Background: an optimization exercise with open tools, aiming at small area. Do not read the settings as production practice.
Function was checked by simulation only, so behaviour that the tests miss may differ from the original.
Power figures rest on the tool's default switching activity, not on a simulated workload.

==> flow/design.v <==
`timescale 1ns / 1ps
module hexto7segment (
    input  [3:0] x,
    output [6:0] r
);
    assign r[0] = (~x[0] & ~x[1] & x[2]) | (x[0] & ~x[1] & ~x[2] & ~x[3]);
    assign r[1] = (~x[0] & x[1] & x[2]) | (x[0] & ~x[1] & x[2]);
    assign r[2] = ~x[0] & x[1] & ~x[2];
    assign r[3] = (~x[0] & ~x[1] & x[2]) | (x[0] & ~x[1] & ~x[2] & ~x[3]) | (x[0] & x[1] & x[2]);
    assign r[4] = x[0] | (~x[1] & x[2]);
    assign r[5] = (x[0] & x[1]) | (x[0] & ~x[2] & ~x[3]) | (x[1] & ~x[2]);
    assign r[6] = (x[0] & x[1] & x[2]) | (~x[1] & ~x[2] & ~x[3]);
endmodule
`timescale 1ns / 1ps
module button_debouncer (
    input  clk,
    input  reset,
    input  in,
    output reg state
);
    localparam [7:0] POL = 8'b1010_1010;
    reg  [7:0] r;                        
    wire [7:0] c = r ^ POL;              
    wire diff = in ^ state;
    wire term = (c & 8'hF5) == 8'h00;
    wire run  = ~reset & diff & ~term;
    wire [7:0] nc = run ? {c[6:0], c[2] ^ c[7]} : 8'h04;
    always @(posedge clk) begin
        r <= nc ^ POL;
        if (reset)
            state <= 1'b0;
        else if (diff && term)
            state <= in;
    end
endmodule
`timescale 1ns / 1ps
module parking_meter_top(
    input clk,
    input reset,
    input buttonU, buttonL, buttonR, buttonD,
    input switch0, switch1,
    output [3:0] an,
    output [6:0] sseg
);
    wire dU, dL, dR, dD, dS0, dS1;
    button_debouncer db0 (.clk(clk), .reset(reset), .in(buttonU), .state(dU));
    button_debouncer db1 (.clk(clk), .reset(reset), .in(buttonL), .state(dL));
    button_debouncer db2 (.clk(clk), .reset(reset), .in(buttonR), .state(dR));
    button_debouncer db3 (.clk(clk), .reset(reset), .in(buttonD), .state(dD));
    button_debouncer db4 (.clk(clk), .reset(reset), .in(switch0), .state(dS0));
    button_debouncer db5 (.clk(clk), .reset(reset), .in(switch1), .state(dS1));
    reg [8:0] A;
    reg [4:0] B;
    wire bz  = ~B[0] &  B[1] & ~B[2] & ~B[3];    
    wire bm1 =  B[0] & ~B[1] & ~B[3] & ~B[4];    
    wire bfb = B[4] ? ~B[2] : (B[2] | (B[0] & B[3]));
    wire tick    = (A == 9'd8) & bz;                         
    wire fast_ev = (A[7:0] == 8'd7) & bm1;                   
    wire go      = (A == 9'd82) & bm1;                       
    wire stop    = (A[5:0] == 6'd15);
    wire rot     = (A[3:0] == 4'd15);
    wire [1:0] sel = A[5:4];
    always @(posedge clk) begin
        if (reset) begin
            A <= 9'd8;
            B <= 5'b00010;
        end else begin
            A <= A + 1'b1;
            B <= {B[3:0], bfb};
        end
    end
    reg [15:0] R;
    wire [3:0] r0 = R[3:0], r1 = R[7:4], r2 = R[11:8], r3 = R[15:12];
    wire zero = ~|R;
    wire       nz  = dU | dL | dR | dD;
    wire [1:0] idx = dD ? 2'd3 : dR ? 2'd2 : dL ? 2'd1 : 2'd0;
    reg  [1:0] prev_idx;
    reg        prev_nz;
    reg        pend;
    localparam M_ZERO = 3'd0, M_9999 = 3'd1, M_0010 = 3'd2, M_0180 = 3'd3,
               M_0200 = 3'd4, M_0550 = 3'd5, M_0205 = 3'd6;
    reg  [3:0] op;
    reg        carry;
    reg        active;
    wire n9_3 = r3[3] & r3[0];
    wire n9_2 = r2[3] & r2[0];
    wire n9_1 = r1[3] & r1[0];
    reg  sat;
    always @(*) begin
        case (prev_idx)
            2'd0: sat = n9_3 & n9_2 & n9_1;                                    
            2'd1: sat = n9_3 & (n9_2 | (r2[3] & (r1[3] | r1[2] | r1[1])));     
            2'd2: sat = n9_3 & r2[3];                                          
            default: sat = n9_3 & (r2[3] | (r2[2] & (r2[1] | r2[0])) |
                                   (r2 == 4'd4 & (r1[3] | (r1[2] & (r1[1] | r1[0])))));  
        endcase
    end
    reg [3:0] op_next;
    always @(*) begin
        if (dS1)        op_next = {1'b1, M_0205};
        else if (dS0)   op_next = {1'b1, M_0010};
        else if (pend)  op_next = sat ? {1'b1, M_9999} : {1'b0, 3'd2 + {1'b0, prev_idx}};
        else if (zero)  op_next = {1'b0, M_ZERO};
        else            op_next = {1'b0, M_9999};
    end
    always @(posedge clk) begin
        if (reset)
            pend <= 1'b0;
        else if (tick)
            pend <= nz & (~prev_nz | (idx != prev_idx));
        if (tick) begin
            prev_nz  <= nz;
            prev_idx <= idx;
            op       <= op_next;
        end
    end
    wire       cout;
    wire [3:0] sumd;
    wire [3:0] dig;
    digit_alu alu (.op(op & {4{active}}), .sel(sel), .x_in(r0), .carry(carry & active),
                   .cout(cout), .sumd(dig));
    always @(posedge clk) begin
        if (reset) begin
            R <= 16'h0000;
        end else if (rot) begin
            R <= {dig, R[15:4]};
        end
        if (reset)
            active <= 1'b0;
        else if (go)
            active <= 1'b1;
        else if (stop)
            active <= 1'b0;
        if (tick)
            carry <= ~dS1 & ~dS0 & ~pend & (r0 != 4'd0);
        else if (rot & active)
            carry <= cout;
    end
    reg flash_slow, flash_fast;
    always @(posedge clk) begin
        if (reset)
            flash_slow <= 1'b0;
        else if (tick)
            flash_slow <= (r3 == 0 && r2 < 2 && !zero) ? ~flash_slow : 1'b0;
        if (reset)
            flash_fast <= 1'b0;
        else if (fast_ev)
            flash_fast <= zero ? ~flash_fast : 1'b0;
    end
    wire [6:0] seg;
    hexto7segment dec (.x(dig), .r(seg));
    assign sseg = (flash_fast | flash_slow) ? 7'b1111111 : seg;
    assign an   = ~(4'b0001 << sel);
endmodule
module digit_alu (
    input  [3:0] op,
    input  [1:0] sel,
    input  [3:0] x_in,
    input        carry,
    output       cout,
    output [3:0] sumd
);
    localparam M_ZERO = 3'd0, M_9999 = 3'd1, M_0010 = 3'd2, M_0180 = 3'd3,
               M_0200 = 3'd4, M_0550 = 3'd5, M_0205 = 3'd6;
    reg [3:0] a;
    always @(*) begin
        case (op[2:0])
            M_9999: a = 4'd9;
            M_0010: a = (sel == 2'd1) ? 4'd1 : 4'd0;
            M_0180: a = (sel == 2'd1) ? 4'd8 : (sel == 2'd2) ? 4'd1 : 4'd0;
            M_0200: a = (sel == 2'd2) ? 4'd2 : 4'd0;
            M_0550: a = (sel == 2'd1 || sel == 2'd2) ? 4'd5 : 4'd0;
            M_0205: a = (sel == 2'd0) ? 4'd5 : (sel == 2'd2) ? 4'd2 : 4'd0;
            default: a = 4'd0;
        endcase
    end
    wire [3:0] x    = op[3] ? 4'd0 : x_in;
    wire       cin  = carry & (sel != 2'd0);
    wire c1 = (x[0] & a[0]) | (cin & (x[0] ^ a[0]));
    wire s0 = x[0] ^ a[0] ^ cin;
    wire c2 = (x[1] & a[1]) | (c1 & (x[1] ^ a[1]));
    wire s1 = x[1] ^ a[1] ^ c1;
    wire c3 = (x[2] & a[2]) | (c2 & (x[2] ^ a[2]));
    wire s2 = x[2] ^ a[2] ^ c2;
    wire s4 = (x[3] & a[3]) | (c3 & (x[3] ^ a[3]));
    wire s3 = x[3] ^ a[3] ^ c3;
    assign cout = s4 | (s3 & (s2 | s1));
    assign sumd = cout ? {s3 ^ (s2 | s1), ~(s2 ^ s1), ~s1, s0} : {s3, s2, s1, s0};
endmodule
export LEC_CHECK = 0
export CAP_MARGIN = 20
export CORE_MARGIN = 2
export CORE_UTILIZATION = 60
export SLEW_MARGIN = 20
create_clock -name core_clock -period 10.0 [get_ports {clk}]
standard.sh (not shown) runs the stock make flow with config.mk's settings and CLKGATE_MAP_FILE= SYNTH_SCRIPT=/design/flow/synth_recipe.tcl, a recipe that flattens the netlist after the stock synthesis.
==> flow/flow/run.sh <==
#!/bin/bash
# Layout: the standard flow (standard synthesis unchanged), with two changes:
#  - port buffers are the smallest buffer, sky130_fd_sc_hd__buf_1;
#  - clock tree synthesis uses clkbuf_8 and inserts no dummy loads.
# The output of each run goes to a log file here; ORFS keeps per-step logs in orfs/logs/.
set -euo pipefail
export BUFFER_PORTS_ARGS="-buffer_cell sky130_fd_sc_hd__buf_1"
export CTS_ARGS="-sink_clustering_enable -repair_clock_nets -dont_use_dummy_load -sink_clustering_size 30 -buf_list sky130_fd_sc_hd__clkbuf_8"
bash standard.sh synth > synth.log 2>&1
bash standard.sh > layout.log 2>&1
The starting point passed the timing, DRC and antenna checks.
Change:
--- a/flow/design.v
+++ b/flow/design.v
@@ -1,17 +1,30 @@
 `timescale 1ns / 1ps
 module hexto7segment (
     input  [3:0] x,
-    output [6:0] r
-);
-    assign r[0] = (~x[0] & ~x[1] & x[2]) | (x[0] & ~x[1] & ~x[2] & ~x[3]);
-    assign r[1] = (~x[0] & x[1] & x[2]) | (x[0] & ~x[1] & x[2]);
-    assign r[2] = ~x[0] & x[1] & ~x[2];
-    assign r[3] = (~x[0] & ~x[1] & x[2]) | (x[0] & ~x[1] & ~x[2] & ~x[3]) | (x[0] & x[1] & x[2]);
-    assign r[4] = x[0] | (~x[1] & x[2]);
-    assign r[5] = (x[0] & x[1]) | (x[0] & ~x[2] & ~x[3]) | (x[1] & ~x[2]);
-    assign r[6] = (x[0] & x[1] & x[2]) | (~x[1] & ~x[2] & ~x[3]);
+    output reg [6:0] r
+);
+    always @(*) begin
+        case (x)
+            4'd0:  r = 7'b1000000;
+            4'd1:  r = 7'b1111001;
+            4'd2:  r = 7'b0100100;
+            4'd3:  r = 7'b0110000;
+            4'd4:  r = 7'b0011001;
+            4'd5:  r = 7'b0010010;
+            4'd6:  r = 7'b0000010;
+            4'd7:  r = 7'b1111000;
+            4'd8:  r = 7'b0000000;
+            4'd9:  r = 7'b0010000;
+            4'd10: r = 7'b0100100;
+            4'd11: r = 7'b0110000;
+            4'd12: r = 7'b0011001;
+            4'd13: r = 7'b0010010;
+            4'd14: r = 7'b0000010;
+            default: r = 7'b1111000;
+        endcase
+    end
 endmodule
 `timescale 1ns / 1ps
 module button_debouncer (
     input  clk,
     input  reset,
@@ -49,26 +62,25 @@
     button_debouncer db3 (.clk(clk), .reset(reset), .in(buttonD), .state(dD));
     button_debouncer db4 (.clk(clk), .reset(reset), .in(switch0), .state(dS0));
     button_debouncer db5 (.clk(clk), .reset(reset), .in(switch1), .state(dS1));
     reg [8:0] A;
     reg [4:0] B;
-    wire bz  = ~B[0] &  B[1] & ~B[2] & ~B[3];    
-    wire bm1 =  B[0] & ~B[1] & ~B[3] & ~B[4];    
-    wire bfb = B[4] ? ~B[2] : (B[2] | (B[0] & B[3]));
-    wire tick    = (A == 9'd8) & bz;                         
-    wire fast_ev = (A[7:0] == 8'd7) & bm1;                   
-    wire go      = (A == 9'd82) & bm1;                       
+    wire b24 = B[4] & B[3];                     
+    wire b23 = B[4] & B[2] & B[1] & B[0];       
+    wire tick    = (A == 9'd8) & b24;                        
+    wire fast_ev = (A[7:0] == 8'd7) & b23;                   
+    wire go      = (A == 9'd82) & b23;                       
     wire stop    = (A[5:0] == 6'd15);
     wire rot     = (A[3:0] == 4'd15);
     wire [1:0] sel = A[5:4];
     always @(posedge clk) begin
         if (reset) begin
             A <= 9'd8;
-            B <= 5'b00010;
+            B <= 5'd24;
         end else begin
             A <= A + 1'b1;
-            B <= {B[3:0], bfb};
+            B <= b24 ? 5'd0 : B + 1'b1;
         end
     end
     reg [15:0] R;
     wire [3:0] r0 = R[3:0], r1 = R[7:4], r2 = R[11:8], r3 = R[15:12];
     wire zero = ~|R;
@@ -114,13 +126,12 @@
             op       <= op_next;
         end
     end
     wire       cout;
     wire [3:0] sumd;
-    wire [3:0] dig;
-    digit_alu alu (.op(op & {4{active}}), .sel(sel), .x_in(r0), .carry(carry & active),
-                   .cout(cout), .sumd(dig));
+    digit_alu alu (.op(op), .sel(sel), .x_in(r0), .carry(carry), .cout(cout), .sumd(sumd));
+    wire [3:0] dig  = active ? sumd : r0;
     always @(posedge clk) begin
         if (reset) begin
             R <= 16'h0000;
         end else if (rot) begin
             R <= {dig, R[15:4]};
Register-to-register slack is better by 290 ps; total power came out higher by 0.98%; setup slack is better by 9.0 ps; sequential share of layout area came out lower by 1.5 points; worst hold slack is worse by 25 ps; non-clock buffer count does not change; routed wire length came out higher by 2.0%.

## re-timing with driven ports
Ports are ideal in the flow. The routed layouts listed here were re-timed in OpenROAD.
Step 1: set_driving_cell puts a clkbuf_16 on clk and a buf_2 on each other input, an assumption about the parent block.
Step 2 also shifts input and output timing later by t, the mid clock arrival at the registers, as if the neighbouring blocks saw the same clock.
Three values: no drivers, after step 1, after step 2; two values: the first two.
run | t, ns | slack for setup (ns) | worst setup path after step 2 | clock arrival spread, ns | worst data-port slew with drivers (ns)
the first run | 0.365 | 3.126 / 3.096 / 3.461 | register to output | 0.027 / 0.027 | 0.03
the second run | 0.370 | 3.135 / 3.105 / 3.476 | register to output | 0.023 / 0.023 | 0.03
After both steps every run listed still meets setup and hold.
